This design comes from an exercise in tuning for small area on the open sky130 flow, not from production work.
Only simulation tests tie the RTL to the original design; equivalence was not proved.
Power and IR drop assume default switching activity.

<file path="flow/design.v">
module vga_driver(
    input            clk,
    input            rst,
    input            vga_clk,
    output reg [9:0] xPixel,
    output reg [9:0] yPixel,
    output           hsync,
    output           vsync,
    output           active_pixels
);
    function ge;
        input [9:0] a, b;
        integer i;
        reg r;
        begin
            r = 1'b1;
            for (i = 0; i < 10; i = i + 1)
                r = (a[i] & ~b[i]) | (~(a[i] ^ b[i]) & r);
            ge = r;
        end
    endfunction
    function [9:0] inc10;
        input [9:0] a;
        input       c;
        integer i;
        reg k;
        begin
            k = c;
            for (i = 0; i < 10; i = i + 1) begin
                inc10[i] = a[i] ^ k;
                k = a[i] & k;
            end
        end
    endfunction
    wire x_wrap = vga_clk && (xPixel == 10'd799);
    wire y_wrap = x_wrap && (yPixel == 10'd524);
    assign hsync = ~(ge(xPixel, 10'd655) && !ge(xPixel, 10'd751));
    assign vsync = ~(yPixel == 10'd489 || yPixel == 10'd490);
    assign active_pixels = !ge(xPixel, 10'd640) && !ge(yPixel, 10'd480);
    always @(posedge clk or negedge rst) begin
        if (!rst) begin
            xPixel <= 10'd0;
            yPixel <= 10'd0;
        end else begin
            xPixel <= inc10(xPixel, vga_clk) & {10{~x_wrap}};
            yPixel <= inc10(yPixel, x_wrap) & {10{~y_wrap}};
        end
    end
endmodule
module platform_collision (
    input  wire [9:0] player_x,
    input  wire [9:0] player_y,
    input  wire       level,
    input  wire [9:0] lava_top,       
    input  wire       lava_on,        
    input  wire       hit_lava_wall,
    output wire       on_ground,
    output wire [9:0] land_y,         
    output wire       hit_ceiling,
    output wire       hit_left_wall,
    output wire       hit_right_wall,
    output wire       at_goal_region,
    output wire       in_lava
);
    function ge;
        input [9:0] a, b;
        integer i;
        reg r;
        begin
            r = 1'b1;
            for (i = 0; i < 10; i = i + 1)
                r = (a[i] & ~b[i]) | (~(a[i] ^ b[i]) & r);
            ge = r;
        end
    endfunction
    function inr;
        input [9:0] v, lo, hi;
        begin
            inr = ge(v, lo) && ge(hi, v);
        end
    endfunction
    wire [9:0] x = player_x;
    wire [9:0] y = player_y;
    function gei;
        input [9:0] x;
        input integer t;
        begin
            if (t <= 0)
                gei = 1'b1;
            else if (t >= 1024)
                gei = 1'b0;
            else
                gei = ge(x, t);
        end
    endfunction
    function [4:0] plat;  
        input [9:0] x, y;
        input integer ox0, ox1, lw0, lw1, rw0, rw1, ytop, ybot, ceil;
        reg ox, oy;
        begin
            ox = gei(x, ox0) && !gei(x, ox1);
            oy = inr(y, ytop - 16, ybot);
            plat[4] = ox && inr(y, ytop - 16, ytop - 8);
            plat[3] = (ceil != 0) && ox && inr(y, ybot - 12, ybot);
            plat[2] = oy && gei(x, lw0) && !gei(x, lw1);
            plat[1] = oy && gei(x, rw0) && !gei(x, rw1);
            plat[0] = ox;
        end
    endfunction
    wire [4:0] a0  = plat(x, y,   0,   60,   58,   60,   0,   0, 360, 380, 0);   
    wire [4:0] a1  = plat(x, y,  76,  272,  268,  272,  76,  80, 360, 380, 0);   
    wire [4:0] a2  = plat(x, y, 116,  202,  200,  202, 116, 118, 295, 310, 1);   
    wire [4:0] a3  = plat(x, y, 160,  212,  208,  212, 160, 164, 240, 255, 1);   
    wire [4:0] a4  = plat(x, y, 226,  272,  268,  272, 226, 228, 220, 380, 0);   
    wire [4:0] a5  = plat(x, y, 316,  382,  380,  382, 316, 320, 360, 380, 0);   
    wire [4:0] a6  = plat(x, y, 364,  430,  428,  430, 364, 368, 295, 310, 1);   
    wire [4:0] a7  = plat(x, y, 332,  382,  380,  382, 332, 334, 230, 245, 1);   
    wire [4:0] a8  = plat(x, y, 356,  430,  428,  430, 356, 358, 165, 180, 1);   
    wire [4:0] a9  = plat(x, y, 460,  550,  548,  550, 460, 464, 190, 240, 1);   
    wire [4:0] a10 = plat(x, y, 526, 1024, 1024, 1024, 526, 528, 360, 380, 0);   
    wire [4:0] b0  = plat(x, y,   0,  100,   96,  100,   0,   0, 400, 511, 0);   
    wire [4:0] b1  = plat(x, y, 184,  300,  298,  300, 184, 188, 400, 511, 0);   
    wire [4:0] b2  = plat(x, y, 384,  502,  500,  502, 384, 388, 400, 511, 0);   
    wire [4:0] b3  = plat(x, y, 536, 1024, 1024, 1024, 536, 538, 400, 511, 0);   
    wire [4:0] b4  = plat(x, y, 106,  180,  178,  180, 106, 108, 370, 385, 1);   
    wire [4:0] b5  = plat(x, y, 334,  400,  396,  400, 334, 336, 350, 365, 1);   
    wire [4:0] oa = a0 | a1 | a2 | a3 | a4 | a5 | a6 | a7 | a8 | a9 | a10;
    wire [4:0] ob = b0 | b1 | b2 | b3 | b4 | b5;
    wire [4:0] o  = level ? ob : oa;
    assign on_ground      = o[4];
    assign hit_ceiling    = o[3];
    assign hit_left_wall  = o[2];
    assign hit_right_wall = o[1];
    reg [9:0] ly;
    always @(*) begin
        ly = 10'd0;
        if (!level) begin
            if (inr(y, 344, 352)) ly = ly | 10'd344;
            if (inr(y, 279, 287)) ly = ly | 10'd279;
            if (inr(y, 224, 232)) ly = ly | 10'd224;
            if (inr(y, 204, 212)) ly = ly | 10'd204;
            if (inr(y, 214, 222)) ly = ly | 10'd214;
            if (inr(y, 149, 157)) ly = ly | 10'd149;
            if (inr(y, 174, 182)) ly = ly | 10'd174;
        end else begin
            if (inr(y, 384, 392)) ly = ly | 10'd384;
            if (inr(y, 354, 362)) ly = ly | 10'd354;
            if (inr(y, 334, 342)) ly = ly | 10'd334;
        end
    end
    assign land_y = ly;
    assign at_goal_region = level ? (!ge(x, 10'd60) && inr(y, 379, 400))
                                  : (ge(x, 10'd564) && inr(y, 339, 360));
    function [5:0] inc6;
        input [5:0] a;
        integer i;
        reg c;
        begin
            c = 1'b1;
            for (i = 0; i < 6; i = i + 1) begin
                inc6[i] = a[i] ^ c;
                c = a[i] & c;
            end
        end
    endfunction
    wire [9:0] feet = {inc6(y[9:4]), y[3:0]};
    wire rising_lava_hit = lava_on && ge(x, 10'd256) && !ge(x, 10'd310) &&
                           ge(feet, lava_top);
    wire in_water = ge(y, 10'd384) &&
                    ((ge(x, 10'd100) && !ge(x, 10'd184)) || (ge(x, 10'd300) && !ge(x, 10'd384)) || (ge(x, 10'd502) && !ge(x, 10'd536)));
    assign in_lava = level ? in_water
                           : ((ge(y, 10'd364) && !on_ground) || rising_lava_hit || hit_lava_wall);
endmodule
module player_physics (
    input  wire       clk,
    input  wire       rst,
    input  wire       game_tick,
    input  wire       freeze,
    input  wire       move_left,
    input  wire       move_right,
    input  wire       jump,
    input  wire       on_ground,
    input  wire [9:0] land_y,
    input  wire       hit_ceiling,
    input  wire       hit_left_wall,
    input  wire       hit_right_wall,
    output reg  [9:0] player_x,
    output wire [9:0] player_y,
    output reg        jump_landed_pulse
);
    function ge;
        input [9:0] a, b;
        integer i;
        reg r;
        begin
            r = 1'b1;
            for (i = 0; i < 10; i = i + 1)
                r = (a[i] & ~b[i]) | (~(a[i] ^ b[i]) & r);
            ge = r;
        end
    endfunction
    function [9:0] add10;
        input [9:0] a, b;
        integer i;
        reg c;
        begin
            c = 1'b0;
            for (i = 0; i < 10; i = i + 1) begin
                add10[i] = a[i] ^ b[i] ^ c;
                c = (a[i] & b[i]) | (c & (a[i] ^ b[i]));
            end
        end
    endfunction
    reg [8:0] py;
    assign player_y = {1'b0, py};
    reg [4:0] vy;           
    reg       was_in_air;
    wire run      = game_tick && !freeze;
    wire go_left  = move_left && !move_right && !hit_left_wall && ge(player_x, 10'd4);
    wire go_right = move_right && !move_left && !hit_right_wall && !ge(player_x, 10'd622);
    wire [9:0] x_step = (run && go_left) ? 10'h3FD : (run && go_right) ? 10'd3 : 10'd0;
    wire       jumping = jump && on_ground;
    wire       landing = on_ground && !jumping;
    wire [4:0] vy_inc  = {vy[4] ^ (&vy[3:0]), vy[3] ^ (&vy[2:0]), vy[2] ^ (&vy[1:0]), vy[1] ^ vy[0], ~vy[0]};
    wire [4:0] vy_fall = (vy_inc == 5'd9) ? 5'd8 : vy_inc;
    wire       stop_up = !on_ground && hit_ceiling && vy_fall[4];
    wire [4:0] dy      = jumping ? 5'b10101 : vy_fall;    
    wire       y_moves = run && !landing && !stop_up;
    wire [9:0] y_move  = add10(player_y, y_moves ? {{5{dy[4]}}, dy} : 10'd0);
    always @(posedge clk or negedge rst) begin
        if (!rst) begin
            player_x          <= 10'd20;
            py                <= 9'd344;
            vy                <= 5'd0;
            was_in_air        <= 1'b0;
            jump_landed_pulse <= 1'b0;
        end else begin
            player_x <= add10(player_x, x_step);
            py       <= (run && landing) ? land_y[8:0] : y_move[8:0];
            if (game_tick) begin
                jump_landed_pulse <= run && landing && was_in_air;
                if (!freeze) begin
                    vy <= y_moves ? dy : 5'd0;
                    if (jumping)
                        was_in_air <= 1'b1;
                    else if (landing)
                        was_in_air <= 1'b0;
                end
            end
        end
    end
endmodule
module lava_controller (
    input  wire       lava_en,        
    input  wire [9:0] lava_top,
    input  wire       lava_rise,
    output wire [9:0] lava_top_next,
    output wire       lava_turn       
);
    function ge;
        input [9:0] a, b;
        integer i;
        reg r;
        begin
            r = 1'b1;
            for (i = 0; i < 10; i = i + 1)
                r = (a[i] & ~b[i]) | (~(a[i] ^ b[i]) & r);
            ge = r;
        end
    endfunction
    function [9:0] addc;
        input [9:0] a, b;
        input       cin;
        integer i;
        reg c;
        begin
            c = cin;
            for (i = 0; i < 10; i = i + 1) begin
                addc[i] = a[i] ^ b[i] ^ c;
                c = (a[i] & b[i]) | (c & (a[i] ^ b[i]));
            end
        end
    endfunction
    wire lava_end = lava_rise ? !ge(lava_top, 10'd104) : !ge(10'd477, lava_top);
    wire [9:0] lava_step = addc(lava_top, lava_en ? (lava_rise ? 10'h3FD : 10'd3) : 10'd0, 1'b0);
    assign lava_turn     = lava_en && lava_end;
    assign lava_top_next = lava_turn ? (lava_rise ? 10'd100 : 10'd480) : lava_step;
endmodule
module enemy_controller (
    input  wire       clk,
    input  wire       rst,
    input  wire       game_tick,
    input  wire       freeze,
    input  wire       game_win,
    input  wire       level,
    input  wire [9:0] player_x,
    input  wire [9:0] player_y,
    input  wire       any_input,
    output wire [9:0] wall_or_enemy_x,   
    output wire [9:0] lava_top,          
    output wire [9:0] proj0_x,      
    output reg  [9:0] proj1_x,
    output reg  [9:0] proj2_x,      
    output wire       proj0_active,
    output wire       proj1_active,
    output wire       proj2_active,
    output reg  [5:0] q3,           
    output wire       hit_enemy,
    output wire       near_lava_wall   
);
    function ge;
        input [9:0] a, b;
        integer i;
        reg r;
        begin
            r = 1'b1;
            for (i = 0; i < 10; i = i + 1)
                r = (a[i] & ~b[i]) | (~(a[i] ^ b[i]) & r);
            ge = r;
        end
    endfunction
    function inr;
        input [9:0] v, lo, hi;
        begin
            inr = ge(v, lo) && ge(hi, v);
        end
    endfunction
    function [10:0] addc;
        input [9:0] a, b;
        input       cin;
        integer i;
        reg c;
        begin
            c = cin;
            for (i = 0; i < 10; i = i + 1) begin
                addc[i] = a[i] ^ b[i] ^ c;
                c = (a[i] & b[i]) | (c & (a[i] ^ b[i]));
            end
            addc[10] = c;
        end
    endfunction
    reg [9:0] r;        
    reg       dir_left;   
    reg [1:0] fired;    
    wire run     = game_tick && !freeze;
    wire run2    = run && level;
    wire clear   = game_tick && !level;
    wire begin2  = game_tick && !level && game_win;    
    wire waiting = &r[9:7];
    wire w_step  = (r != 10'd630) && ((r != 10'd902) || any_input);
    wire at_end  = dir_left ? !ge(r, 10'd123) : ge(r, 10'd562);
    wire [9:0] r_delta = level ? ((run && !at_end) ? (dir_left ? 10'h3FD : 10'd3) : 10'd0)
                               : {9'd0, run && w_step};
    wire [9:0] r_next  = addc(r, r_delta, 1'b0);
    assign wall_or_enemy_x = waiting ? 10'd0 : r;
    wire fire = (q3 == 6'd60);
    assign proj0_active = (fired != 2'd0);
    assign proj1_active = fired[1];
    assign proj2_active = (fired == 2'd3) && !ge({4'd0, q3}, 10'd40);
    wire [10:0] q3_sum  = addc({4'd0, q3}, 10'd3, 1'b0);
    reg  [9:0] p0;      
    assign lava_top = p0;
    assign proj0_x  = p0;
    wire [9:0] lava_top_next;
    wire       lava_turn;
    lava_controller lava (
        .lava_en      (run && !level),
        .lava_top     (p0),
        .lava_rise    (dir_left),
        .lava_top_next(lava_top_next),
        .lava_turn    (lava_turn)
    );
    always @(posedge clk or negedge rst) begin
        if (!rst) begin
            r        <= 10'd902;
            dir_left <= 1'b1;
            p0       <= 10'd480;
            q3       <= 6'd0;
            fired    <= 2'd0;
        end else begin
            r <= begin2 ? 10'd120 : r_next;
            if (begin2)
                dir_left <= 1'b0;
            else if (level ? (run2 && at_end) : lava_turn)
                dir_left <= !dir_left;
            if (!level)
                p0 <= lava_top_next;
            else if (run2 && fire)
                p0 <= r;
            if (clear || (run2 && fire))
                q3 <= 6'd0;
            else if (run2)
                q3 <= q3_sum[5:0];
            if (clear)
                fired <= 2'd0;
            else if (run2 && fire && fired != 2'd3)
                fired <= {fired[1] | fired[0], ~fired[0]};
        end
    end
    always @(posedge clk) begin
        if (run2 && fire) begin
            proj2_x <= proj1_x;
            proj1_x <= p0;
        end
    end
    wire [9:0] npx = ~player_x;
    wire [9:0] npy = ~player_y;
    wire [10:0] nu = addc({3'd0, q3, 1'b0}, npy, 1'b0);    
    wire yh0 = inr(nu[9:0], 10'd876, 10'd902);    
    wire yh1 = inr(nu[9:0], 10'd750, 10'd776);    
    wire yh2 = inr(nu[9:0], 10'd624, 10'd650);    
    wire [9:0] pxs = yh0 ? proj0_x : (yh1 ? proj1_x : proj2_x);
    wire [10:0] n2 = addc(pxs, npx, 1'b0);     
    wire proj_hit = ((yh0 && proj0_active) || (yh1 && proj1_active) || (yh2 && proj2_active)) &&
                    (ge(10'd8, n2[9:0]) || ge(n2[9:0], 10'd1013));
    wire [10:0] n1 = addc(wall_or_enemy_x, npx, 1'b0);
    wire enemy_overlap = (ge(10'd14, n1[9:0]) || ge(n1[9:0], 10'd1008)) &&
                         ge(player_y, 10'd105) && ge(10'd135, player_y);
    assign near_lava_wall = n1[10] || ge(n1[9:0], 10'd1013);
    assign hit_enemy = level && (enemy_overlap || proj_hit);
endmodule
module vga_driver_memory (
    input  wire [9:0] x,
    input  wire [9:0] y,
    input  wire [9:0] player_x,
    input  wire [9:0] player_y,
    input  wire [9:0] lava_top,      
    input  wire       game_over,
    input  wire       game_win,
    input  wire       level,
    input  wire [9:0] wall_or_enemy_x,    
    input  wire [9:0] proj0_x,
    input  wire [9:0] proj1_x,
    input  wire [9:0] proj2_x,
    input  wire       proj0_active,
    input  wire       proj1_active,
    input  wire       proj2_active,
    input  wire [5:0] q3,
    output wire [7:0] VGA_R,
    output wire [7:0] VGA_G,
    output wire [7:0] VGA_B
);
    function ge;
        input [9:0] a, b;
        integer i;
        reg r;
        begin
            r = 1'b1;
            for (i = 0; i < 10; i = i + 1)
                r = (a[i] & ~b[i]) | (~(a[i] ^ b[i]) & r);
            ge = r;
        end
    endfunction
    function inr;
        input [9:0] v, lo, hi;
        begin
            inr = ge(v, lo) && ge(hi, v);
        end
    endfunction
    function [9:0] addc;
        input [9:0] a, b;
        input       cin;
        integer i;
        reg c;
        begin
            c = cin;
            for (i = 0; i < 10; i = i + 1) begin
                addc[i] = a[i] ^ b[i] ^ c;
                c = (a[i] & b[i]) | (c & (a[i] ^ b[i]));
            end
        end
    endfunction
    localparam LIGHT_GRAY      = 24'hC0C0C0;
    localparam DARK_GRAY       = 24'h505050;
    localparam LAVA_RED        = 24'hFF4500;
    localparam GOLD            = 24'hFFD700;
    localparam PLAYER_COLOR    = 24'h0000FF;
    localparam LAVA_WALL_COLOR = 24'hFF6600;
    localparam BROWN           = 24'h964B00;
    localparam GRASS_GREEN     = 24'h3CB043;
    localparam WATER_BLUE      = 24'h00AFFF;
    localparam ENEMY_COLOR     = 24'hFF00FF;
    localparam PROJ_COLOR      = 24'hFFFFFF;
    wire [9:0] nx = ~x;
    wire [9:0] ny = ~y;
    wire [9:0] npx = addc(player_x, nx, 1'b0);    
    wire [9:0] npy = addc(player_y, ny, 1'b0);    
    wire in_player = (&npx[9:4]) && (&npy[9:4]);
    wire [3:0] sx = ~npx[3:0];
    wire [3:0] sy = ~npy[3:0];
    wire [2:0] h = sx[3] ? ~sx[2:0] : sx[2:0];
    reg figure;
    always @(*) begin
        case (sy)
            4'd0, 4'd1, 4'd2, 4'd3, 4'd4, 4'd5:
                     figure = (h == 3'd5) || (h == 3'd6) || (h == 3'd7);
            4'd9:    figure = (h == 3'd6) || (h == 3'd7);
            4'd10:   figure = (h == 3'd5) || (h == 3'd7);
            4'd11:   figure = (h == 3'd4) || (h == 3'd7);
            4'd12:   figure = (h == 3'd3) || (h == 3'd7);
            4'd14:   figure = (h == 3'd6);
            4'd15:   figure = (h == 3'd5);
            default: figure = (h == 3'd7);    
        endcase
    end
    wire [9:0] nqy = addc({3'd0, q3, 1'b0}, ny, 1'b0);    
    wire row0 = inr(nqy, 10'd876, 10'd887);
    wire row1 = inr(nqy, 10'd750, 10'd761);
    wire row2 = inr(nqy, 10'd624, 10'd635);
    wire erow = inr(y, 10'd120, 10'd135);
    wire [9:0] ob = (!level || erow) ? wall_or_enemy_x :
                    row0 ? proj0_x :
                    row1 ? proj1_x : proj2_x;
    wire [9:0] nob = addc(ob, nx, 1'b0);          
    wire in_wall  = ge(nob, 10'd1014);
    wire in_enemy = erow && (&nob[9:4]);
    wire in_proj  = ((row0 && proj0_active) || (row1 && proj1_active) || (row2 && proj2_active)) &&
                    inr(nob, 10'd1013, 10'd1017);
    localparam C_LIGHT = 4'd0, C_DARK = 4'd1, C_LAVA = 4'd2, C_GOLD = 4'd3,
               C_PLAYER = 4'd4, C_WALL = 4'd5, C_BROWN = 4'd6, C_GRASS = 4'd7,
               C_WATER = 4'd8, C_ENEMY = 4'd9, C_PROJ = 4'd10;
    reg [3:0] c;
    always @(*) begin
        c = C_LIGHT;
        if (!ge(y, 10'd75)) c = C_DARK;
        if (!level) begin
            if (ge(y, 10'd380)) c = C_LAVA;
            if (inr(x, 10'd270, 10'd309) && ge(y, lava_top)) c = C_LAVA;
            if ((inr(x,   0,  60) && inr(y, 360, 380)) ||
                (inr(x,  90, 270) && inr(y, 360, 380)) ||
                (inr(x, 130, 200) && inr(y, 295, 310)) ||
                (inr(x, 175, 210) && inr(y, 240, 255)) ||
                (inr(x, 240, 270) && inr(y, 220, 380)) ||
                (inr(x, 330, 380) && inr(y, 360, 380)) ||
                (inr(x, 380, 430) && inr(y, 295, 310)) ||
                (inr(x, 345, 380) && inr(y, 230, 245)) ||
                (inr(x, 370, 430) && inr(y, 165, 180)) ||
                (inr(x, 475, 550) && inr(y, 190, 240)) ||
                (ge(x, 540)       && inr(y, 360, 380)))
                c = C_DARK;
            if (inr(x, 580, 630) && inr(y, 355, 360)) c = C_GOLD;
            if (in_wall) c = C_WALL;
        end else begin
            if (ge(y, 400))
                c = (inr(x, 101, 199) || inr(x, 301, 399) || inr(x, 501, 549)) ? C_WATER : C_GRASS;
            if ((inr(x, 120, 180) && inr(y, 370, 385)) ||
                (inr(x, 350, 400) && inr(y, 350, 365)))
                c = C_BROWN;
            if (in_enemy) c = C_ENEMY;
            if (in_proj) c = C_PROJ;
            if (inr(x, 10, 60) && inr(y, 395, 400)) c = C_GOLD;
        end
        if (in_player && figure) c = C_PLAYER;
    end
    reg [23:0] p;
    always @(*) begin
        case (c)
            C_LIGHT: p = 24'hC0C0C0;
            C_DARK: p = 24'h505050;
            C_LAVA: p = 24'hFF4500;
            C_GOLD: p = 24'hFFD700;
            C_PLAYER: p = 24'h0000FF;
            C_WALL: p = 24'hFF6600;
            C_BROWN: p = 24'h964B00;
            C_GRASS: p = 24'h3CB043;
            C_WATER: p = 24'h00AFFF;
            C_ENEMY: p = 24'hFF00FF;
            C_PROJ: p = 24'hFFFFFF;
            default: p = 24'bx;
        endcase
    end
    wire [23:0] t = game_over ? {p[23:16] | 8'h60, 1'b0, p[15:9], 1'b0, p[7:1]} :
                    game_win  ? (p | 24'h302000) : p;
    assign VGA_R = t[23:16];
    assign VGA_G = t[15:8];
    assign VGA_B = t[7:0];
endmodule
module platformer_top (
    input        CLOCK_50,
    input  [3:0] KEY,
    input  [9:0] SW,
    output [9:0] LEDR,
    output [6:0] HEX0,
    output [6:0] HEX1,
    output [6:0] HEX2,
    output [6:0] HEX3,
    output       VGA_BLANK_N,
    output [7:0] VGA_R,
    output [7:0] VGA_G,
    output [7:0] VGA_B,
    output       VGA_CLK,
    output       VGA_HS,
    output       VGA_VS,
    output       VGA_SYNC_N
);
    wire clk = CLOCK_50;
    wire rst = SW[0];
    function ge;
        input [9:0] a, b;
        integer i;
        reg r;
        begin
            r = 1'b1;
            for (i = 0; i < 10; i = i + 1)
                r = (a[i] & ~b[i]) | (~(a[i] ^ b[i]) & r);
            ge = r;
        end
    endfunction
    function [15:0] inc16;
        input [15:0] a;
        input        c;
        integer i;
        reg k;
        begin
            k = c;
            for (i = 0; i < 16; i = i + 1) begin
                inc16[i] = a[i] ^ k;
                k = a[i] & k;
            end
        end
    endfunction
    function [9:0] addc;
        input [9:0] a, b;
        input       cin;
        integer i;
        reg c;
        begin
            c = cin;
            for (i = 0; i < 10; i = i + 1) begin
                addc[i] = a[i] ^ b[i] ^ c;
                c = (a[i] & b[i]) | (c & (a[i] ^ b[i]));
            end
        end
    endfunction
    reg [9:0] tick_lfsr;
    reg       game_tick;
    reg       vga_clk;
    wire tick_fb = tick_lfsr[9] ^ tick_lfsr[6] ^ (tick_lfsr[8:0] == 9'd0);
    always @(posedge clk or negedge rst) begin
        if (!rst) begin
            tick_lfsr <= 10'd0;
            game_tick <= 1'b0;
            vga_clk   <= 1'b0;
        end else begin
            tick_lfsr <= {tick_lfsr[8:0], tick_fb};
            game_tick <= (tick_lfsr == 10'd512);
            vga_clk   <= ~vga_clk;
        end
    end
    assign VGA_CLK    = vga_clk;
    assign VGA_SYNC_N = 1'b1;
    wire [9:0] x;
    wire [9:0] y;
    wire       active_pixels;
    vga_driver the_vga (
        .clk          (clk),
        .rst          (rst),
        .vga_clk      (vga_clk),
        .xPixel       (x),
        .yPixel       (y),
        .hsync        (VGA_HS),
        .vsync        (VGA_VS),
        .active_pixels(active_pixels)
    );
    assign VGA_BLANK_N = active_pixels;
    wire move_right = ~KEY[0];
    wire jump       = ~KEY[1];
    wire move_left  = ~KEY[2];
    wire any_input  = move_right | jump | move_left;
    wire level_skip = SW[1];
    reg game_over;
    reg game_win;
    reg level;            
    wire freeze = game_over | game_win;
    reg [15:0] score;
    wire [9:0] lava_top;    
    wire [9:0] player_x;
    wire [9:0] player_y;
    wire       on_ground;
    wire [9:0] land_y;
    wire       hit_ceiling;
    wire       hit_left_wall;
    wire       hit_right_wall;
    wire       at_goal_region;
    wire       in_lava;
    wire       hit_lava_wall;
    wire       hit_enemy;
    wire       jump_landed_pulse;
    wire       near_lava_wall;
    platform_collision collision (
        .player_x      (player_x),
        .player_y      (player_y),
        .level         (level),
        .lava_top      (lava_top),
        .lava_on       (lava_top != 10'd480),
        .hit_lava_wall (hit_lava_wall),
        .on_ground     (on_ground),
        .land_y        (land_y),
        .hit_ceiling   (hit_ceiling),
        .hit_left_wall (hit_left_wall),
        .hit_right_wall(hit_right_wall),
        .at_goal_region(at_goal_region),
        .in_lava       (in_lava)
    );
    wire run = game_tick && !freeze;
    reg hit_lava_wall_r;
    assign hit_lava_wall = hit_lava_wall_r;
    always @(posedge clk or negedge rst) begin
        if (!rst) begin
            game_over       <= 1'b0;
            game_win        <= 1'b0;
            level           <= 1'b0;
            score           <= 16'd0;
            hit_lava_wall_r <= 1'b0;
        end else begin
            score <= inc16(score, run && jump_landed_pulse);
            if (game_tick) begin
                hit_lava_wall_r <= near_lava_wall;
                if (!freeze) begin
                    if (in_lava || hit_enemy)
                        game_over <= 1'b1;
                    else if (at_goal_region || level_skip)
                        game_win <= 1'b1;
                end else if (game_win && !level) begin
                    game_win <= 1'b0;
                    level    <= 1'b1;
                end
            end
        end
    end
    player_physics player (
        .clk              (clk),
        .rst              (rst),
        .game_tick        (game_tick),
        .freeze           (freeze),
        .move_left        (move_left),
        .move_right       (move_right),
        .jump             (jump),
        .on_ground        (on_ground),
        .land_y           (land_y),
        .hit_ceiling      (hit_ceiling),
        .hit_left_wall    (hit_left_wall),
        .hit_right_wall   (hit_right_wall),
        .player_x         (player_x),
        .player_y         (player_y),
        .jump_landed_pulse(jump_landed_pulse)
    );
    wire [9:0] wall_or_enemy_x;
    wire [9:0] proj0_x, proj1_x, proj2_x;
    wire       proj0_active, proj1_active, proj2_active;
    wire [5:0] q3;
    enemy_controller enemy_ctrl (
        .clk         (clk),
        .rst         (rst),
        .game_tick   (game_tick),
        .freeze      (freeze),
        .game_win    (game_win),
        .lava_top    (lava_top),
        .level       (level),
        .player_x    (player_x),
        .player_y    (player_y),
        .any_input   (any_input),
        .wall_or_enemy_x(wall_or_enemy_x),
        .proj0_x     (proj0_x),
        .proj1_x     (proj1_x),
        .proj2_x     (proj2_x),
        .proj0_active(proj0_active),
        .proj1_active(proj1_active),
        .proj2_active(proj2_active),
        .q3          (q3),
        .hit_enemy   (hit_enemy),
        .near_lava_wall(near_lava_wall)
    );
    vga_driver_memory the_renderer (
        .x           (x),
        .y           (y),
        .player_x    (player_x),
        .player_y    (player_y),
        .lava_top    (lava_top),
        .game_over   (game_over),
        .game_win    (game_win),
        .level       (level),
        .wall_or_enemy_x(wall_or_enemy_x),
        .proj0_x     (proj0_x),
        .proj1_x     (proj1_x),
        .proj2_x     (proj2_x),
        .proj0_active(proj0_active),
        .proj1_active(proj1_active),
        .proj2_active(proj2_active),
        .q3          (q3),
        .VGA_R       (VGA_R),
        .VGA_G       (VGA_G),
        .VGA_B       (VGA_B)
    );
    function [6:0] seg7;
        input [3:0] d;
        begin
            case (d)
                4'h0: seg7 = 7'b1000000;
                4'h1: seg7 = 7'b1111001;
                4'h2: seg7 = 7'b0100100;
                4'h3: seg7 = 7'b0110000;
                4'h4: seg7 = 7'b0011001;
                4'h5: seg7 = 7'b0010010;
                4'h6: seg7 = 7'b0000010;
                4'h7: seg7 = 7'b1111000;
                4'h8: seg7 = 7'b0000000;
                4'h9: seg7 = 7'b0010000;
                4'hA: seg7 = 7'b0001000;
                4'hB: seg7 = 7'b0000011;
                4'hC: seg7 = 7'b1000110;
                4'hD: seg7 = 7'b0100001;
                4'hE: seg7 = 7'b0000110;
                default: seg7 = 7'b0001110;
            endcase
        end
    endfunction
    assign HEX0 = seg7(score[3:0]);
    assign HEX1 = seg7(score[7:4]);
    assign HEX2 = seg7(score[11:8]);
    assign HEX3 = seg7(score[15:12]);
    assign LEDR = player_x;
endmodule
</file>
<file path="flow/flow/run.sh">
#!/bin/bash
# Own flow: the standard layout, except that synthesis maps the logic
# for area (see synth.tcl) and the port buffers are the smallest buffers.  Each tool's output goes
# to a log file of its own in this folder.
set -euo pipefail
WORK=$(pwd)
export OWN_ABC_SCRIPT="$WORK/flow/abc_area.script"

# synthesis: the standard synthesis script with the ABC script swapped
make -C "$FLOW_HOME" DESIGN_CONFIG="$WORK/config.mk" WORK_HOME="$WORK/orfs" \
    CLKGATE_MAP_FILE= SYNTH_SCRIPT="$WORK/flow/synth.tcl" synth > "$WORK/own_synth.log" 2>&1

# floorplan to the final layout: the standard flow, which reuses the
# synthesised netlist above.  Every input and output port still gets a
# buffer, but the smallest buffer cell rather than the default choice.
# Clock tree: the standard flow's options (sink clustering, repair of the clock nets),
# with 8x clock buffers and without the dummy loads CTS would add to
# balance the leaf nets.
export CTS_ARGS="-sink_clustering_enable -repair_clock_nets -dont_use_dummy_load -buf_list sky130_fd_sc_hd__clkbuf_8 -sink_clustering_size 40 -sink_clustering_max_diameter 200"
bash "$WORK/standard.sh" "BUFFER_PORTS_ARGS=-buffer_cell sky130_fd_sc_hd__buf_1" finish \
    > "$WORK/standard_finish.log" 2>&1
</file>
<file path="flow/flow/abc_area.script">
&get -n
&st
&dc2
&dch -f
&nf -R 1000
&st
&dc2
&dch -f
&nf -R 1000
&st
&dc2
&dch -f
&nf -R 1000
&st
&dc2
&dch -f
&nf -R 1000
&st
&dc2
&dch -f
&nf -R 1000
&put
</file>
<file path="flow/flow/synth.tcl">
# The standard synthesis (synth_recipe.tcl), with two changes to how the
# combinational logic is mapped:
#  - extract_fa extracts full adders only, not half adders: half-adder
#    extraction also grabs XOR/AND pairs out of decoders and comparisons,
#    which ABC then cannot optimise;
#  - ABC maps with the area-oriented script in flow/abc_area.script instead
#    of ORFS's speed script (which also buffers and upsizes for timing).
# Everything before, and so every register, its name and its cell, is the
# standard synthesis's.
proc synth {args} { yosys synth -nofsm -noshare {*}$args }
proc abc {args} {
  set i [lsearch $args -script]
  if {$i >= 0} {
    set args [lreplace $args [expr {$i + 1}] [expr {$i + 1}] $::env(OWN_ABC_SCRIPT)]
  }
  yosys abc {*}$args
}
proc extract_fa {args} { yosys extract_fa -fa {*}$args }
source $::env(SCRIPTS_DIR)/synth.tcl
# left out here: clear keep_hierarchy, flatten, clean up, hide names made inside functions, write 1_2_yosys.v
</file>
<file path="flow/standard.sh">
#!/bin/bash
# synth_recipe.tcl (not shown) runs the flow's synth.tcl, then flattens the netlist and writes it again
# the make line also repeats each setting of config.mk as NAME=value (left out here)
make -C /OpenROAD-flow-scripts/flow DESIGN_CONFIG=/design/flow/config.mk WORK_HOME=/design/flow/orfs CLKGATE_MAP_FILE= SYNTH_SCRIPT=/design/flow/synth_recipe.tcl "${@:-finish}"
</file>
<file path="flow/config.mk">
export PLATFORM = sky130hd
export DESIGN_NAME = platformer_top
export DESIGN_NICKNAME = platformer_top
export VERILOG_FILES = /design/flow/design.v
export SDC_FILE = /design/flow/constraint.sdc
export NUM_CORES = 4
export LEC_CHECK = 0
export CAP_MARGIN = 20
export CORE_MARGIN = 2
export CORE_UTILIZATION = 40
export GPL_TIMING_DRIVEN = 0
export SLEW_MARGIN = 20
</file>
<file path="flow/constraint.sdc">
create_clock -name core_clock -period 20.0 [get_ports {CLOCK_50}]
set_input_delay 4.0000 -clock core_clock [delete_from_list [all_inputs] [get_ports {CLOCK_50}]]
set_output_delay 4.0000 -clock core_clock [all_outputs]
set_load 0.01 [all_outputs]
</file>
==> metrics.csv, run 1 <==
metric,value,unit
Async SR Flop Fraction,84.3,%
Yosys reg bits,127,
reg2reg start,player.py[1],
vias in the first global route,10887,
Slew headroom,33.1,%
Die H,173,um
TritonCTS Buffers,17,
clk latency of the worst-skew pair,470,ps
initial antenna violation count,0,
Worst Hold Launch,tick_lfsr[7],
nets@finish,1600,
initial core utilization,40.9,%
Final Wtd Congestion,0.950,
drt total wl,37400,um
Final setup viols,0,
"most common cell after layout, fill and taps aside",nor2_1,
post-synth net total,1500,
synthesis-to-finish area growth,9.59,%
DP HPWL,27900,um
Crit Path Class,reg -> out,
Final period util,81.5,%
core area,28000,um2
Min-Delay Path Depth,0,
area of the multi-input gates,7860,um2
I/O pin total,82,
number of vias per cell,6.10,
sequential share of the synthesized area,28.8,%
PwrDens,34.9,nW/um2
Fill cells,2858,
1st-pass router iterations,6,
total clock sinks,127,
"slowest stage delay, CP",830,ps
Via Count,11459,
number of cell rows,61,
first-pass GRT wire length,59900,um
status,no timing/DRC/antenna violations,
Inserted Diodes,0,
final slew viol count,0,
Post-synth EDFFs,20,
CTS tree,yes,
fmax,61.4,MHz
Main synth FF type,dfrtp_1,
Pwr Total,0.439,mW
Mapped Area,11500,um2
CP Data Required Time,16000,ps
cts-stage hold buffer count,0,
initial DRC count,1089,
Clock Pin Slew Worst Setup and Hold Paths,100,ps
Die Width,173,um
port bufs,71,
Sequential Area,3300,um2
HP Class,reg -> reg,
Worst Setup Start Kind,flip-flop,
total negative setup slack,0,ps
synthesized instance count,1403,
crit path from,the_vga.yPixel[2],
ratio of cells with drive above 1 in the final layout,3.40,%
Crit-path slowest cell,nand4b_1,
Final ANT Viol Nets,0,
clock skew,40.8,ps
CTS max path bufs,2,
Register-to-Register Path Depth,32,
PostCTS Resize Cnt,0,
Critical Path AT,12290,ps
Congestion Overflow GR,0,
Slew @ Worst Pin,989,ps
Wirelength per Cell,19.9,um
max-cap viol count,0,
nature of the critical path endpoint,primary output,
CTS root buf,clkbuf_8,
minimum clock period,16290,ps
yosys warns,7,
# DRC,0,
Post-Syn Area per Cell,8.17,um2
maximum fanout along the worst path,20,
H-tree levels,4,
RSZ-0062 raised after global routing,false,
Post-CTS Setup Repair Bufs,0,
peak supply drop,34.3,uV
largest net degree at the start of global routing,33,
full die area,30000,um2
"Hold Vio Cnt, Final",0,
Global Route Usage Sum,25.0,%
"leading cell types in the layout, fill and taps excluded","nor2_1 (190), nand2_1 (166), a21oi_1 (112)",
Critical Path Most Common Cell,fa_1,
Cell variety after synth,63,
P_leak,4.66,nW
==> worst max-delay path, delay by kind of cell, from the launching register on <==
kind / cells / cell delay [ps]
AO/OA/AOI/OAI: 5 / 980
adder cells (fa/ha/maj): 13 / 5300
XOR/XNOR: 2 / 280
buffers and inverters: 6 / 1000
AND/OR/NAND/NOR: 10 / 3570
flip-flops: 1 / 670
==> logic make-up after synthesis <==
kind of cell | Yosys count | synth area share [%]
and+or+nand+nor | 618 | 25.2
AOI/OAI and AO/OA | 411 | 22.5
DFF | 127 | 28.8
adders and majority gates | 85 | 14.6
buffers and inverters | 84 | 2.78
xor gates and xnor gates | 55 | 4.20
muxes | 22 | 1.92
other | 1 | 0.0327
==> cell type report <==
type	count	share of cell area, %
Sequential cell	127	26.3
Timing Repair Buffer	81	2.94
Buffer	1	0.0598
Multi-Input combinational cell	1192	62.6
Tap cell	378	3.77
Clock buffer	17	1.86
Inverter	83	2.48
==> stage by stage <==
stage                     cells  util (%)  hold slack, ps  instance area, um2  setup WS (ps)
final                      1879      44.8             385               12600           3710
after global routing       1879      44.8             403               12600           2780
after CTS                  1879      44.8             388               12600           3720
after detailed placement   1862      44.0             363               12300           4240
after global placement     1852      43.6             361               12200           2410
after floorplan            1403         -             354               11500           4970
==> metal layers <==
metal	global-route usage [%]	part of all wire (%)
met3	3.40	6.2
met4	9.53	3.3
met1	34.4	44
met5	0	0
met2	40.1	46
==> power by group <==
part           total [mW]  switching [mW]  leakage, nW  internal [mW]
registers           0.262               0         1.48          0.262
clock network       0.170          0.0954        0.122         0.0745
logic             0.00701         0.00539         3.06        0.00162
==> final timing paths <==
kind	to	slack (ps)
max	VGA_B[5]	3710
min	tick_lfsr[8]	390
max reg2reg	game_win	10590
min reg2reg	tick_lfsr[8]	390
max in group asynchronous	enemy_ctrl.r[7]	15320
min in group asynchronous	vga_clk	3540
==> state kept, by name, indices dropped and copies added (netlist names), 2 cells and up <==
name and count:
enemy_ctrl.proj1_x 10, enemy_ctrl.p0 10, player.vy 5, enemy_ctrl.q3 6
player.py 9, player.player_x 10, score 16, enemy_ctrl.fired 2
the_vga.yPixel 10, tick_lfsr 10, enemy_ctrl.r 10, the_vga.xPixel 10
enemy_ctrl.proj2_x 10
==> synth_stat cells (all sizes together), types with 11 or more instances <==
master / n / area share (%)
nor2: 190 / 6.2
nor2b: 19 / 1.0
o31ai: 11 / 0.72
and2: 16 / 0.87
o21a: 17 / 1.1
o21ai: 105 / 4.6
nor4: 24 / 1.3
nand2: 166 / 5.4
nand2b: 17 / 0.93
mux2i: 22 / 1.9
a21oi: 114 / 5.0
o22ai: 18 / 0.98
edfxtp: 20 / 5.2
or3: 11 / 0.60
xor2: 17 / 1.3
a211oi: 23 / 1.5
nand4: 26 / 1.4
fa: 82 / 14
clkinv: 83 / 2.7
xnor2: 38 / 2.9
dfrtp: 91 / 20
dfstp: 16 / 3.7
nor3: 57 / 2.5
a31oi: 25 / 1.4
nand3: 52 / 2.3
==> run 2, diff against run 1 <==
--- a/flow/flow/run.sh
+++ b/flow/flow/run.sh
@@ -16,6 +16,6 @@
 # Clock tree: the standard flow's options (sink clustering, repair of the clock nets),
 # with 8x clock buffers and without the dummy loads CTS would add to
 # balance the leaf nets.
-export CTS_ARGS="-sink_clustering_enable -repair_clock_nets -dont_use_dummy_load -buf_list sky130_fd_sc_hd__clkbuf_8 -sink_clustering_size 40 -sink_clustering_max_diameter 200"
+export CTS_ARGS="-sink_clustering_enable -repair_clock_nets -dont_use_dummy_load -buf_list sky130_fd_sc_hd__clkbuf_8 -sink_clustering_size 40 -sink_clustering_max_diameter 200 -sink_buffer_max_cap_derate 0.05"
 bash "$WORK/standard.sh" "BUFFER_PORTS_ARGS=-buffer_cell sky130_fd_sc_hd__buf_1" finish \
     > "$WORK/standard_finish.log" 2>&1
==> metrics.csv, run 2 <==
metric,value,unit
status,no timing/DRC/antenna violations,
initial antenna violation count,0,
1st-pass router iterations,6,
yosys warns,7,
crit path from,the_vga.yPixel[2],
Clock Pin Slew Worst Setup and Hold Paths,100,ps
share of the synthesized area in the top cell type,19.9,%
final slew viol count,0,
PwrDens,34.9,nW/um2
sequential share of the synthesized area,28.8,%
Wirelength per Cell,19.9,um
first-pass GRT wire length,59900,um
Inserted Diodes,0,
"leading cell types in the layout, fill and taps excluded","nor2_1 (190), nand2_1 (166), a21oi_1 (112)",
Congestion Overflow GR,0,
Register-to-Register Path Depth,32,
vias in the first global route,10887,
Critical Path AT,12290,ps
Die H,173,um
number of vias per cell,6.10,
minimum clock period,16290,ps
# DRC,0,
post-synth net total,1500,
Main synth FF type,dfrtp_1,
Final setup viols,0,
Buf/Inv on CP,6,
P_leak,4.66,nW
CP Depth,36,
largest net degree at the start of global routing,33,
Worst Setup Start Kind,flip-flop,
Slew @ Worst Pin,989,ps
most numerous cell in the Yosys netlist,nor2_1,
Async SR Flop Fraction,84.3,%
H-tree levels,4,
Cell variety after synth,63,
PostCTS Resize Cnt,0,
max reg flops,16,
Yosys reg bits,127,
synthesized instance count,1403,
core area,28000,um2
total clock sinks,127,
Via Count,11459,
maximum fanout along the worst path,20,
Final Wtd Congestion,0.950,
Final period util,81.5,%
Post-Syn Area per Cell,8.17,um2
Crit Path Class,reg -> out,
"most common cell after layout, fill and taps aside",nor2_1,
I/O pin total,82,
initial core utilization,40.9,%
"slowest stage delay, CP",830,ps
Worst Hold Launch,tick_lfsr[7],
synthesis-to-finish area growth,9.59,%
Synth area leaders,"dfrtp_1 (20%), fa_1 (14%), nor2_1 (6.2%)",
initial DRC count,1089,
reg2reg start,player.py[1],
CTS root buf,clkbuf_8,
Pwr Total,0.439,mW
"Hold Vio Cnt, Final",0,
CTS max path bufs,2,
cell taking the most area after synthesis,dfrtp_1,
Post-synth EDFFs,20,
CTS tree,yes,
total negative setup slack,0,ps
nature of the critical path endpoint,primary output,
peak supply drop,34.3,uV
fmax,61.4,MHz
full die area,30000,um2
Fill cells,2858,
Mapped Area,11500,um2
Biggest register,score,
Post-CTS Setup Repair Bufs,0,
"top cells by count, synth","nor2_1 (190), nand2_1 (166), a21oi_1 (114)",
cts-stage hold buffer count,0,
RSZ-0062 raised after global routing,false,
CP Data Required Time,16000,ps
drt total wl,37400,um
TritonCTS Buffers,17,
Final ANT Viol Nets,0,
max-cap viol count,0,
Critical Path Most Common Cell,fa_1,
ratio of cells with drive above 1 in the final layout,3.40,%
design area,12600,um2
port bufs,71,
clk latency of the worst-skew pair,470,ps
Global Route Usage Sum,25.0,%
HP Class,reg -> reg,
nets@finish,1600,
Min-Delay Path Depth,0,
placed instance area,12300,um2
Min Hold Slack,385,ps
clock skew,40.8,ps
Slew headroom,33.1,%
Die Width,173,um
Crit-path slowest cell,nand4b_1,
"CP delay by family, top",adder cells,
number of cell rows,61,
DP HPWL,27900,um
==> run 2: final cells by class <==
| cell class | instances | area, um2 | area share, % |
|---|---|---|---|
| tap | 378 | 473 | 3.77 |
| clock buffer | 17 | 234 | 1.86 |
| timing repair buffer | 81 | 369 | 2.94 |
| inverter | 83 | 312 | 2.48 |
| sequential | 127 | 3300 | 26.3 |
| buffer | 1 | 7.51 | 0.0598 |
| multi-input combinational | 1192 | 7860 | 62.6 |
==> run 2: final timing paths <==
kind | to | slack (ps)
max in group asynchronous | enemy_ctrl.r[7] | 15320
min reg2reg | tick_lfsr[8] | 390
min in group asynchronous | vga_clk | 3540
min | tick_lfsr[8] | 390
max | VGA_B[5] | 3710
max reg2reg | game_win | 10590
==> run 2: per-stage QoR <==
stage	worst slack, ps	util [%]	std cells
global route	2780	44.8	1879
CTS	3720	44.8	1879
detailed placement	4240	44.0	1862
floorplan	4970	-	1403
finish	3710	44.8	1879
global placement	2410	43.6	1852
==> run 2: layer usage <==
layer | up-vias | global-route usage (%) | share of wire (%)
li1 | 5356 | - | -
met1 | 5494 | 34.4 | 44
met5 | - | 0 | 0
met4 | 0 | 9.53 | 3.3
met2 | 513 | 40.1 | 46
met3 | 96 | 3.40 | 6.2
==> run 2: kinds of logic after synthesis <==
logic type / synth area share, %
xor+xnor: 4.20
other cells: 0.0327
buf+inv: 2.78
simple gates: 25.2
fa+ha+maj: 14.6
mux: 1.92
compound gates: 22.5
flops: 28.8
==> run 2: report_power, final <==
group,internal [mW],total (mW),switching (mW)
logic,0.00162,0.00701,0.00539
registers,0.262,0.262,0
clock network,0.0745,0.170,0.0954
total,0.338,0.439,0.101
==> run 3, diff against run 2 <==
--- a/flow/flow/run.sh
+++ b/flow/flow/run.sh
@@ -16,6 +16,6 @@
 # Clock tree: the standard flow's options (sink clustering, repair of the clock nets),
 # with 8x clock buffers and without the dummy loads CTS would add to
 # balance the leaf nets.
-export CTS_ARGS="-sink_clustering_enable -repair_clock_nets -dont_use_dummy_load -buf_list sky130_fd_sc_hd__clkbuf_8 -sink_clustering_size 40 -sink_clustering_max_diameter 200 -sink_buffer_max_cap_derate 0.05"
+export CTS_ARGS="-sink_clustering_enable -repair_clock_nets -dont_use_dummy_load -buf_list sky130_fd_sc_hd__clkbuf_8 -sink_clustering_size 40 -sink_clustering_max_diameter 200 -sink_buffer_max_cap_derate 1.0"
 bash "$WORK/standard.sh" "BUFFER_PORTS_ARGS=-buffer_cell sky130_fd_sc_hd__buf_1" finish \
     > "$WORK/standard_finish.log" 2>&1
==> metrics.csv, run 3 <==
metric,value,unit
status,no timing/DRC/antenna violations,
Critical Path Most Common Cell,fa_1,
nets@finish,1600,
vias in the first global route,10887,
RSZ-0062 raised after global routing,false,
"leading cell types in the layout, fill and taps excluded","nor2_1 (190), nand2_1 (166), a21oi_1 (112)",
Die H,173,um
core area,28000,um2
post-synth net total,1500,
reg2reg start,player.py[1],
fmax,61.4,MHz
first-pass GRT wire length,59900,um
clk latency of the worst-skew pair,470,ps
TritonCTS Buffers,17,
crit path from,the_vga.yPixel[2],
Die Width,173,um
cell taking the most area after synthesis,dfrtp_1,
Biggest register,score,
Main synth FF type,dfrtp_1,
largest net degree at the start of global routing,33,
Via Count,11459,
Async SR Flop Fraction,84.3,%
full die area,30000,um2
Crit Path Class,reg -> out,
Post-synth EDFFs,20,
initial DRC count,1089,
max-cap viol count,0,
pre-CTS WS,4240,ps
PostCTS Resize Cnt,0,
Slew headroom,33.1,%
Post-CTS Setup Repair Bufs,0,
minimum clock period,16290,ps
1st-pass router iterations,6,
P_leak,4.66,nW
final slew viol count,0,
Yosys reg bits,127,
Inserted Diodes,0,
max reg flops,16,
clock skew,40.8,ps
Worst Setup Start Kind,flip-flop,
Final ANT Viol Nets,0,
ratio of cells with drive above 1 in the final layout,3.40,%
I/O pin total,82,
Final setup viols,0,
"CP delay by family, top",adder cells,
number of cell rows,61,
most numerous cell in the Yosys netlist,nor2_1,
peak supply drop,34.3,uV
Synth area leaders,"dfrtp_1 (20%), fa_1 (14%), nor2_1 (6.2%)",
total negative setup slack,0,ps
HP Class,reg -> reg,
Placed Cells,1862,
port bufs,71,
CP Data Required Time,16000,ps
Fill cells,2858,
Crit-path slowest cell,nand4b_1,
Worst Hold Launch,tick_lfsr[7],
Buf/Inv on CP,6,
H-tree levels,4,
"top cells by count, synth","nor2_1 (190), nand2_1 (166), a21oi_1 (114)",
synthesized instance count,1403,
Mapped Area,11500,um2
Cell variety after synth,63,
CTS max path bufs,2,
"most common cell after layout, fill and taps aside",nor2_1,
cts-stage hold buffer count,0,
Final Wtd Congestion,0.950,
Slew @ Worst Pin,989,ps
PwrDens,34.9,nW/um2
DP HPWL,27900,um
"Hold Vio Cnt, Final",0,
Final period util,81.5,%
Critical Path AT,12290,ps
synthesis-to-finish area growth,9.59,%
Pwr Total,0.439,mW
initial core utilization,40.9,%
"non-filler cells, final",1879,
CTS root buf,clkbuf_8,
CTS tree,yes,
drt total wl,37400,um
setup ws final,3710,ps
# DRC,0,
Post-Syn Area per Cell,8.17,um2
"slowest stage delay, CP",830,ps
total clock sinks,127,
maximum fanout along the worst path,20,
number of vias per cell,6.10,
nature of the critical path endpoint,primary output,
Clock Pin Slew Worst Setup and Hold Paths,100,ps
share of the synthesized area in the top cell type,19.9,%
sequential share of the synthesized area,28.8,%
initial antenna violation count,0,
Global Route Usage Sum,25.0,%
Congestion Overflow GR,0,
Wirelength per Cell,19.9,um
yosys warns,7,
==> run 3: cell counts in the layout (fill, tap and decap cells not counted) <==
No cell type changed its count.
==> run 3: power by group <==
part / internal [mW] / switching (mW) / leakage [nW]
sequential: 0.262 / 0 / 1.48
clock: 0.0745 / 0.0954 / 0.122
combinational: 0.00162 / 0.00539 / 3.06
==> run 3: routing by layer <==
layer  vias up  share of wire, %  global-route usage (%)
met5         -                 0                       0
met4         0               3.3                    9.53
met3        96               6.2                    3.40
met2       513                46                    40.1
met1      5494                44                    34.4
li1       5356                 -                       -
==> run 3: cells by family after synthesis <==
| family | count (synthesis) | synth area share, % |
|---|---|---|
| other cells | 1 | 0.0327 |
| flops | 127 | 28.8 |
| mux | 22 | 1.92 |
| buf+inv | 84 | 2.78 |
| fa+ha+maj | 85 | 14.6 |
| compound gates | 411 | 22.5 |
| xor+xnor | 55 | 4.20 |
| simple gates | 618 | 25.2 |
==> run 3: cell type report <==
type,count,area (um2),share of cell area (%)
clock buffers,17,234,1.86
inverters,83,312,2.48
well taps,378,473,3.77
multi-input cells,1192,7860,62.6
plain buffers,1,7.51,0.0598
repair buffers,81,369,2.94
flip-flops and latches,127,3300,26.3
==> run 3: worst register-to-register path, delay by kind of cell, from the launching register on <==
kind,cells,cell delay (ps)
AOI/OAI and AO/OA,6,1350
adders and majority gates,13,4900
buffers and inverters,4,680
DFF,1,630
muxes,1,240
and+or+nand+nor,8,1500
==> run 3: stage by stage <==
stage / area [um2] / hold WS [ps] / utilization (%)
global placement: 12200 / 361 / 43.6
global route: 12600 / 403 / 44.8
CTS: 12600 / 388 / 44.8
detailed placement: 12300 / 363 / 44.0
finish: 12600 / 385 / 44.8
floorplan: 11500 / 354 / -
==> run 3: worst paths after layout <==
kind | end | cells past startpoint | slack, ps
max | VGA_B[5] | 36 | 3710
min | tick_lfsr[8] | 0 | 390
min reg2reg | tick_lfsr[8] | 0 | 390
min in group asynchronous | vga_clk | 1 | 3540
max in group asynchronous | enemy_ctrl.r[7] | 4 | 15320
max reg2reg | game_win | 32 | 10590
==> run 4, diff against run 3 <==
==> flow/run.sh (new file) <==
#!/bin/bash
# synth_recipe.tcl (not shown) runs the flow's synth.tcl, then flattens the netlist and writes it again
# the make line also repeats each setting of config.mk as NAME=value (left out here)
make -C /OpenROAD-flow-scripts/flow DESIGN_CONFIG=/design/flow/config.mk WORK_HOME=/design/flow/orfs CLKGATE_MAP_FILE= SYNTH_SCRIPT=/design/flow/synth_recipe.tcl finish
--- a/flow/config.mk
+++ b/flow/config.mk
@@ -8,5 +8,8 @@
 export CAP_MARGIN = 20
 export CORE_MARGIN = 2
 export CORE_UTILIZATION = 40
+export CTS_BUF_LIST = sky130_fd_sc_hd__clkbuf_8
+export CTS_CLUSTER_DIAMETER = 200
+export CTS_CLUSTER_SIZE = 40
 export GPL_TIMING_DRIVEN = 0
 export SLEW_MARGIN = 20
removed: flow/flow/run.sh
removed: flow/flow/abc_area.script
removed: flow/flow/synth.tcl
removed: flow/standard.sh
==> metrics.csv, run 4 <==
metric,value,unit
"slowest stage delay, CP",860,ps
Inserted Diodes,0,
Congestion Overflow GR,0,
"Hold Vio Cnt, Final",0,
full die area,35800,um2
pre-CTS WS,3280,ps
CP Data Required Time,16000,ps
Biggest register,score,
Post-Syn Area per Cell,8.68,um2
core area,33600,um2
Final Wtd Congestion,0.968,
largest net degree at the start of global routing,61,
Min-Delay Path Depth,0,
Min Hold Slack,379,ps
initial core utilization,40.8,%
switching share of power,25.2,%
Synth area leaders,"dfrtp_1 (17%), fa_1 (12%), ha_1 (9.8%)",
I/O pin total,82,
Final ANT Viol Nets,0,
clk latency of the worst-skew pair,460,ps
PwrDens,32.8,nW/um2
Slew headroom,25.8,%
final slew viol count,0,
Adder-Cell Fraction of Synth Area,21.7,%
"top cells by count, synth","inv_1 (124), nor2_1 (116), ha_1 (107)",
Yosys reg bits,127,
setup ws final,2710,ps
Final period util,86.5,%
synthesis-to-finish area growth,12.4,%
PostCTS Resize Cnt,0,
Mapped Area,13700,um2
HP Class,reg -> reg,
internal power,0.378,mW
Async SR Flop Fraction,84.3,%
Crit-path slowest cell,a2111oi_0,
initial DRC count,1248,
maximum fanout along the worst path,9,
H-tree levels,4,
nets@finish,1876,
yosys warns,7,
port bufs,71,
largest family of logic cells by synthesized area,adder cells,
sequential share of the synthesized area,24.1,%
share of the synthesized area in the top cell type,16.6,%
Slew @ Worst Pin,1110,ps
Flop pwr share,51.8,%
Cell variety after synth,94,
Pwr Total,0.506,mW
Crit Path Class,reg -> out,
number of cell rows,67,
ratio of cells with drive above 1 in the final layout,5.82,%
first-pass GRT wire length,71800,um
DP HPWL,35800,um
TritonCTS Buffers,17,
"CP delay by family, top",adder cells,
Main synth FF type,dfrtp_1,
CTS root buf,clkbuf_8,
mux share of post-synthesis cell area,3.83,%
Via Count,13077,
cts-stage hold buffer count,0,
Global Route Usage Sum,25.7,%
P_leak,6.37,nW
number of vias per cell,6.13,
total negative setup slack,0,ps
Wirelength per Cell,21.4,um
"leading cell types in the layout, fill and taps excluded","inv_1 (126), nor2_1 (116), ha_1 (107)",
Register-to-Register Path Depth,36,
Worst Setup Start Kind,flip-flop,
initial antenna violation count,0,
Critical Path AT,13290,ps
Switch Pwr,0.128,mW
post-synthesis xor/xnor area fraction,1.98,%
fmax,57.8,MHz
1st-pass router iterations,5,
cell taking the most area after synthesis,dfrtp_1,
drt total wl,45600,um
Die H,189,um
peak supply drop,38.3,uV
Synth Area in Compound Gates,21.2,%
Clock Pin Slew Worst Setup and Hold Paths,90,ps
# DRC,0,
max reg flops,16,
post-synthesis simple-gate area fraction,21.0,%
nature of the critical path endpoint,primary output,
total clock sinks,127,
Post-synth EDFFs,20,
max-cap viol count,0,
Post-CTS Setup Repair Bufs,0,
CTS tree,yes,
CTS max path bufs,2,
CP Depth,44,
post-synth net total,1784,
RSZ-0062 raised after global routing,false,
Die Width,189,um
status,no timing/DRC/antenna violations,
Final setup viols,0,
clock skew,22.8,ps
minimum clock period,17290,ps
synthesized instance count,1580,
Clock power frac,46.6,%
Critical Path Most Common Cell,fa_1,
"most common cell after layout, fill and taps aside",inv_1,
vias in the first global route,12527,
Buf/Inv on CP,8,
Combinational Power Share,1.6,%
most numerous cell in the Yosys netlist,inv_1,
## run 4: cell types whose count changed after synthesis, moves of 21 or more
cell / previous run / this run
inv_1: 0 / 124
ha_1: 0 / 107
clkinv_1: 83 / 5
nor2_1: 190 / 116
clkbuf_1: 0 / 65
nand2_1: 166 / 101
o21ai_0: 105 / 84
## run 4: power by group through the flow
stage	combinational, mW	sequential (mW)	clock, mW
finish	0.00823	0.262	0.236
global route	0.00935	0.262	0.252
CTS	0.00867	0.262	0.239
detailed placement	0.00867	0.267	0
global placement	0.00790	0.267	0
floorplan	0.000987	0.267	0
## run 4: layout make-up
class,instances,area [um2]
Multi-Input combinational cell,1237,9580
Timing Repair Buffer,73,744
Sequential cell,127,3300
Buffer,86,354
Clock inverter,14,143
Tap cell,448,561
Clock buffer,18,248
Fill cell,3298,18200
Inverter,130,488
## run 4: kinds of logic (layout without fill, tap and decap cells)
group	count (synthesis)	after routing
XOR/XNOR	31	31
AND/OR/NAND/NOR	541	541
flip-flops	127	127
buffers and inverters	216	321
adder cells (fa/ha/maj)	189	189
multiplexers	46	46
AO/OA/AOI/OAI	429	429
other	1	1
## run 4: worst paths after layout
check | start | endpoint | slack [ps]
setup / recovery | the_vga.yPixel[1] | VGA_G[4] | 2710
hold / removal | tick_lfsr[7] | tick_lfsr[8] | 380
setup reg to reg | player.py[1] | game_win | 10330
hold reg to reg | tick_lfsr[7] | tick_lfsr[8] | 380
max in group asynchronous | SW[0] | enemy_ctrl.p0[5] | 15810
min in group asynchronous | SW[0] | the_vga.xPixel[5] | 3450
## run 4: routing by layer
metal / part of all wire (%) / wire length [um] / GRT usage, % / vias to the layer above
met5: 0 / 0 / 0 / -
met4: 2.1 / 975 / 6.55 / 0
met3: 8.2 / 3750 / 4.75 / 77
met2: 45 / 20400 / 40.7 / 675
met1: 45 / 20500 / 36.1 / 6330
li1: - / - / - / 5995
## run 4: through the flow
| stage | cell area [um2] | util [%] | instances |
|---|---|---|---|
| 2_1_floorplan | 13700 | - | 1580 |
| 3_3_place_gp | 15000 | 44.6 | 2099 |
| 3_5_place_dp | 15000 | 44.7 | 2101 |
| 4_1_cts | 15400 | 45.8 | 2133 |
| 5_1_grt | 15400 | 45.8 | 2133 |
| 6_report | 15400 | 45.8 | 2133 |

-- what the ideal ports hide --
The flow's constraints put no driver on any port. The routed layouts listed below were extracted and timed again, unchanged, in two steps. Step 1: set_driving_cell puts a clkbuf_16 on CLOCK_50 and a buf_2 on each other input, an assumption about the parent block. Step 2 times the ports against the registers' clock, not the clock port: input delays grow and output delays shrink by t, the midpoint of the rising clock arrivals with the driver on. Three values: ideal, step 1, step 2; two values: the first two.
run	t, ns	slack for setup (ns)	hold slack, ns
run 1	0.497	3.708 / 3.662 / 4.159	0.385 / 0.385 / 0.385
run 2	0.497	3.708 / 3.662 / 4.159	0.385 / 0.385 / 0.385
run 3	0.497	3.708 / 3.662 / 4.159	0.385 / 0.385 / 0.385
run 4	0.500	2.708 / 2.659 / 3.160	0.379 / 0.379 / 0.379
After both steps every run listed still meets setup and hold.
